This is an optimization exercise on Yosys and OpenROAD, whose aim is small area, not a production implementation. In this exercise RTL edits were held to simulation tests only and were not proved equivalent to the original. No activity file was given, so power comes from the tool's default toggle rates.

Setup of job 7126:
// SPI_Slave
module SPI_Slave
	#(parameter	DataWidth	= 8,
				BuferSize	= 32)
	(input logic					i_SCK, i_NRESET,
	input logic						i_NCE,
	input logic						i_MOSI,
	output logic					o_MISO,
	input logic[(DataWidth - 1):0]	i_WriteData,
	output logic[(DataWidth - 1):0]	o_ReadData);
clock: 6.0 ns
lec_check: 0
cap_margin: 20
core_margin: 2
core_utilization: 55
cts_buf_list: sky130_fd_sc_hd__clkbuf_16
cts_cluster_diameter: 100
cts_cluster_size: 30
slew_margin: 20
synth_hierarchical: 1
standard.sh (not shown) runs the stock make flow with config.mk's settings and CLKGATE_MAP_FILE= SYNTH_SCRIPT=/design/flow/synth_recipe.tcl, a recipe that flattens the netlist after the stock synthesis.
==> flow/flow/run.sh <==
#!/bin/bash
# The standard layout (standard.sh), with two changes: the ports are buffered
# by the smallest buffer, and clock tree synthesis inserts no dummy loads.
# ORFS's logs stay under orfs/logs; the make output goes to standard.log.
set -euo pipefail
export BUFFER_PORTS_ARGS="-buffer_cell sky130_fd_sc_hd__buf_1"
export CTS_ARGS="-sink_clustering_enable -repair_clock_nets -sink_clustering_size 30 -sink_clustering_max_diameter 100 -buf_list sky130_fd_sc_hd__clkbuf_16 -dont_use_dummy_load"
bash standard.sh > standard.log 2>&1
--- input diff job 7126..job 4385 ---
==> flow/config.mk <==
export PLATFORM = sky130hd
export DESIGN_NAME = SPI_Slave
export DESIGN_NICKNAME = SPI_Slave
export VERILOG_FILES = /design/flow/design.v
export SDC_FILE = /design/flow/constraint.sdc
export NUM_CORES = 4
export LEC_CHECK = 0
export CAP_MARGIN = 0
export CORE_MARGIN = 2
export CORE_UTILIZATION = 68
export SLEW_MARGIN = 0
export SYNTH_HIERARCHICAL = 1
### Flow results
The final layouts of job 4385 and job 7126 pass the timing, DRC and antenna checks.
Between job 7126 and job 4385, the insertion delay to the later sink of the worst-skew pair figures differ only marginally.
Relative to job 7126, the reported clock group power measured on job 4385 has decreased slightly.
Final routed wire length divided by cell count in job 4385 is 0.36% higher than in job 7126
From job 7126 to job 4385 the numbers moved as follows: maximum frequency went down, total power did not really move, initial cell density of the core went up, shortest period the worst path allows went up, switching power of the nets went up.
There was hardly any difference in clock tree cell share of total cell area between job 4385 and job 7126.
In the metrics for job 4385 and job 7126, the one carrying the lower sequential share of cell area is job 7126.
A most congested layer reported by global routing of met1 is what job 7126 shows, while met2 belongs to job 4385.
Combinational fraction of design power, job 4385 and job 7126: larger value in job 7126
For job 7951, these inputs were changed with respect to job 4385:
==> flow/run.sh (new file) <==
#!/bin/bash
# synth_recipe.tcl (not shown) runs the flow's synth.tcl, then flattens the netlist and writes it again
# the make line also repeats each setting of config.mk as NAME=value (left out here)
make -C /OpenROAD-flow-scripts/flow DESIGN_CONFIG=/design/flow/config.mk WORK_HOME=/design/flow/orfs CLKGATE_MAP_FILE= SYNTH_SCRIPT=/design/flow/synth_recipe.tcl finish
--- a/flow/config.mk
+++ b/flow/config.mk
@@ -6,7 +6,10 @@
 export NUM_CORES = 4
 export LEC_CHECK = 0
-export CAP_MARGIN = 0
+export CAP_MARGIN = 20
 export CORE_MARGIN = 2
-export CORE_UTILIZATION = 68
-export SLEW_MARGIN = 0
+export CORE_UTILIZATION = 55
+export CTS_BUF_LIST = sky130_fd_sc_hd__clkbuf_16
+export CTS_CLUSTER_DIAMETER = 100
+export CTS_CLUSTER_SIZE = 30
+export SLEW_MARGIN = 20
 export SYNTH_HIERARCHICAL = 1
removed: flow/flow/run.sh
removed: flow/standard.sh
--- outcome ---
In terms of sequential cell area in the final layout, job 7951 and job 4385 differ only marginally.
Diff job 7951..job 4385 | final net count | negligible
Going from job 4385 to job 7951, minimum period implied by the final worst setup slack -0.082 ns; via-per-instance ratio -0.44; required time at the worst-slack endpoint +0.05 ns.
Going from job 4385 to job 7951, sequential share of layout area went down; buffer levels on the longest clock path ~0 delta; tap cell count went up by about 23%; design area grew by about 2%.
The minimum setup slack in the final design of job 7951 exceeds that of job 4385 by 0.082 ns.
Input-level comparison between job 4922 and job 7951:
==> flow/flow/run.sh (new file) <==
#!/bin/bash
# The standard layout (standard.sh), with two changes: the ports are buffered
# by the smallest buffer, and clock tree synthesis inserts no dummy loads.
# ORFS's logs stay under orfs/logs; the make output goes to standard.log.
set -euo pipefail
export BUFFER_PORTS_ARGS="-buffer_cell sky130_fd_sc_hd__buf_1"
export CTS_ARGS="-sink_clustering_enable -repair_clock_nets -sink_clustering_size 30 -sink_clustering_max_diameter 100 -buf_list sky130_fd_sc_hd__clkbuf_16 -dont_use_dummy_load"
bash standard.sh > standard.log 2>&1
==> flow/standard.sh (new file) <==
#!/bin/bash
# synth_recipe.tcl (not shown) runs the flow's synth.tcl, then flattens the netlist and writes it again
# the make line also repeats each setting of config.mk as NAME=value (left out here)
make -C /OpenROAD-flow-scripts/flow DESIGN_CONFIG=/design/flow/config.mk WORK_HOME=/design/flow/orfs CLKGATE_MAP_FILE= SYNTH_SCRIPT=/design/flow/synth_recipe.tcl "${@:-finish}"
==> flow/config.mk <==
export PLATFORM = sky130hd
export DESIGN_NAME = SPI_Slave
export DESIGN_NICKNAME = SPI_Slave
export VERILOG_FILES = /design/flow/design.v
export SDC_FILE = /design/flow/constraint.sdc
export NUM_CORES = 4
export LEC_CHECK = 0
export CAP_MARGIN = 0
export CORE_MARGIN = 2
export CORE_UTILIZATION = 60
export SLEW_MARGIN = 0
export SYNTH_HIERARCHICAL = 1
removed: flow/run.sh
Findings:
Job 4922 vs. job 7951: clock buffer instance count of the final layout was more or less identical; register share of the cell area shows an increase of 0.93 points; clock power lower.
Comparing job 7951 against job 4922, there is no change at all in area fraction in compound gates after synthesis.
Of job 4922 and job 7951, it is job 4922 that has the higher delay of the slowest critical-path stage.
Via count grows slightly when moving from job 7951 to job 4922.
| wire length | job 4922 vs job 7951 | 830 um lower |
Job 7951 → job 4922: number of rows in the core area decreased by 4.0% relative to the old numbers, source-to-sink clock delay at the later pin of the worst-skew pair barely changed, final worst-path setup slack went down.
## Diff of input files: job 1481 against job 4922
--- a/flow/flow/run.sh
+++ b/flow/flow/run.sh
@@ -5,4 +5,4 @@
 set -euo pipefail
 export BUFFER_PORTS_ARGS="-buffer_cell sky130_fd_sc_hd__buf_1"
-export CTS_ARGS="-sink_clustering_enable -repair_clock_nets -sink_clustering_size 30 -sink_clustering_max_diameter 100 -buf_list sky130_fd_sc_hd__clkbuf_16 -dont_use_dummy_load"
+export CTS_ARGS="-sink_clustering_enable -repair_clock_nets -sink_clustering_size 32 -sink_clustering_max_diameter 120 -buf_list sky130_fd_sc_hd__clkbuf_16 -dont_use_dummy_load"
 bash standard.sh > standard.log 2>&1
==> comparison <==
In terms of fraction of met1 tracks used by global routing, job 1481 and job 4922 differ only marginally. Of job 1481 and job 4922, the higher register-to-register slack belongs to job 4922. From job 4922 to job 1481 the numbers moved as follows: met3 demand-to-capacity share in global routing barely changed, cell area after layout barely changed, net switching power climbed 0.38%, portion of the clock cycle consumed by the worst path in the final layout climbed 1.9 points. Status: sequential share of layout area parity (job 4922, job 1481). Where timing-limited maximum frequency is concerned, job 4922 is better than job 1481. On mean number of vias per cell, job 1481 and job 4922 are neck and neck.

## separate check: timing with driven ports
The results above use ideal ports. As a check the final layouts listed here were re-extracted and re-timed, cells and wires unchanged.
Step 1, drivers: a clkbuf_16 drives i_SCK and a buf_2 each remaining input, both assumed.
Step 2 moves the port delays by t, midway between the first and last clock arrival at a register: inputs arrive t later, outputs are due t later. That takes back most of the time a late clock gives input paths.
a / b / c = ideal ports / drivers / drivers and shift; a / b = the first two.
| run | shift t [ns] | setup slack, ns | worst hold slack (ns) |
|---|---|---|---|
| job 7126 | 0.530 | 1.170 / 1.193 / 0.662 | 0.463 / 0.463 / 0.463 |
| job 4385 | 0.520 | 0.900 / 0.918 / 0.398 | 0.460 / 0.460 / 0.460 |
| job 7951 | 0.544 | 0.982 / 1.006 / 0.462 | 0.463 / 0.463 / 0.463 |
| job 4922 | 0.527 | 0.925 / 0.928 / 0.401 | 0.464 / 0.464 / 0.464 |
| job 1481 | 0.534 | 0.812 / 0.812 / 0.278 | 0.465 / 0.465 / 0.465 |
After both steps every run listed still meets setup and hold. For job 1481, which loses most, drivers alone change the setup slack by 0.000 ns; drivers and shift together by -0.534 ns.
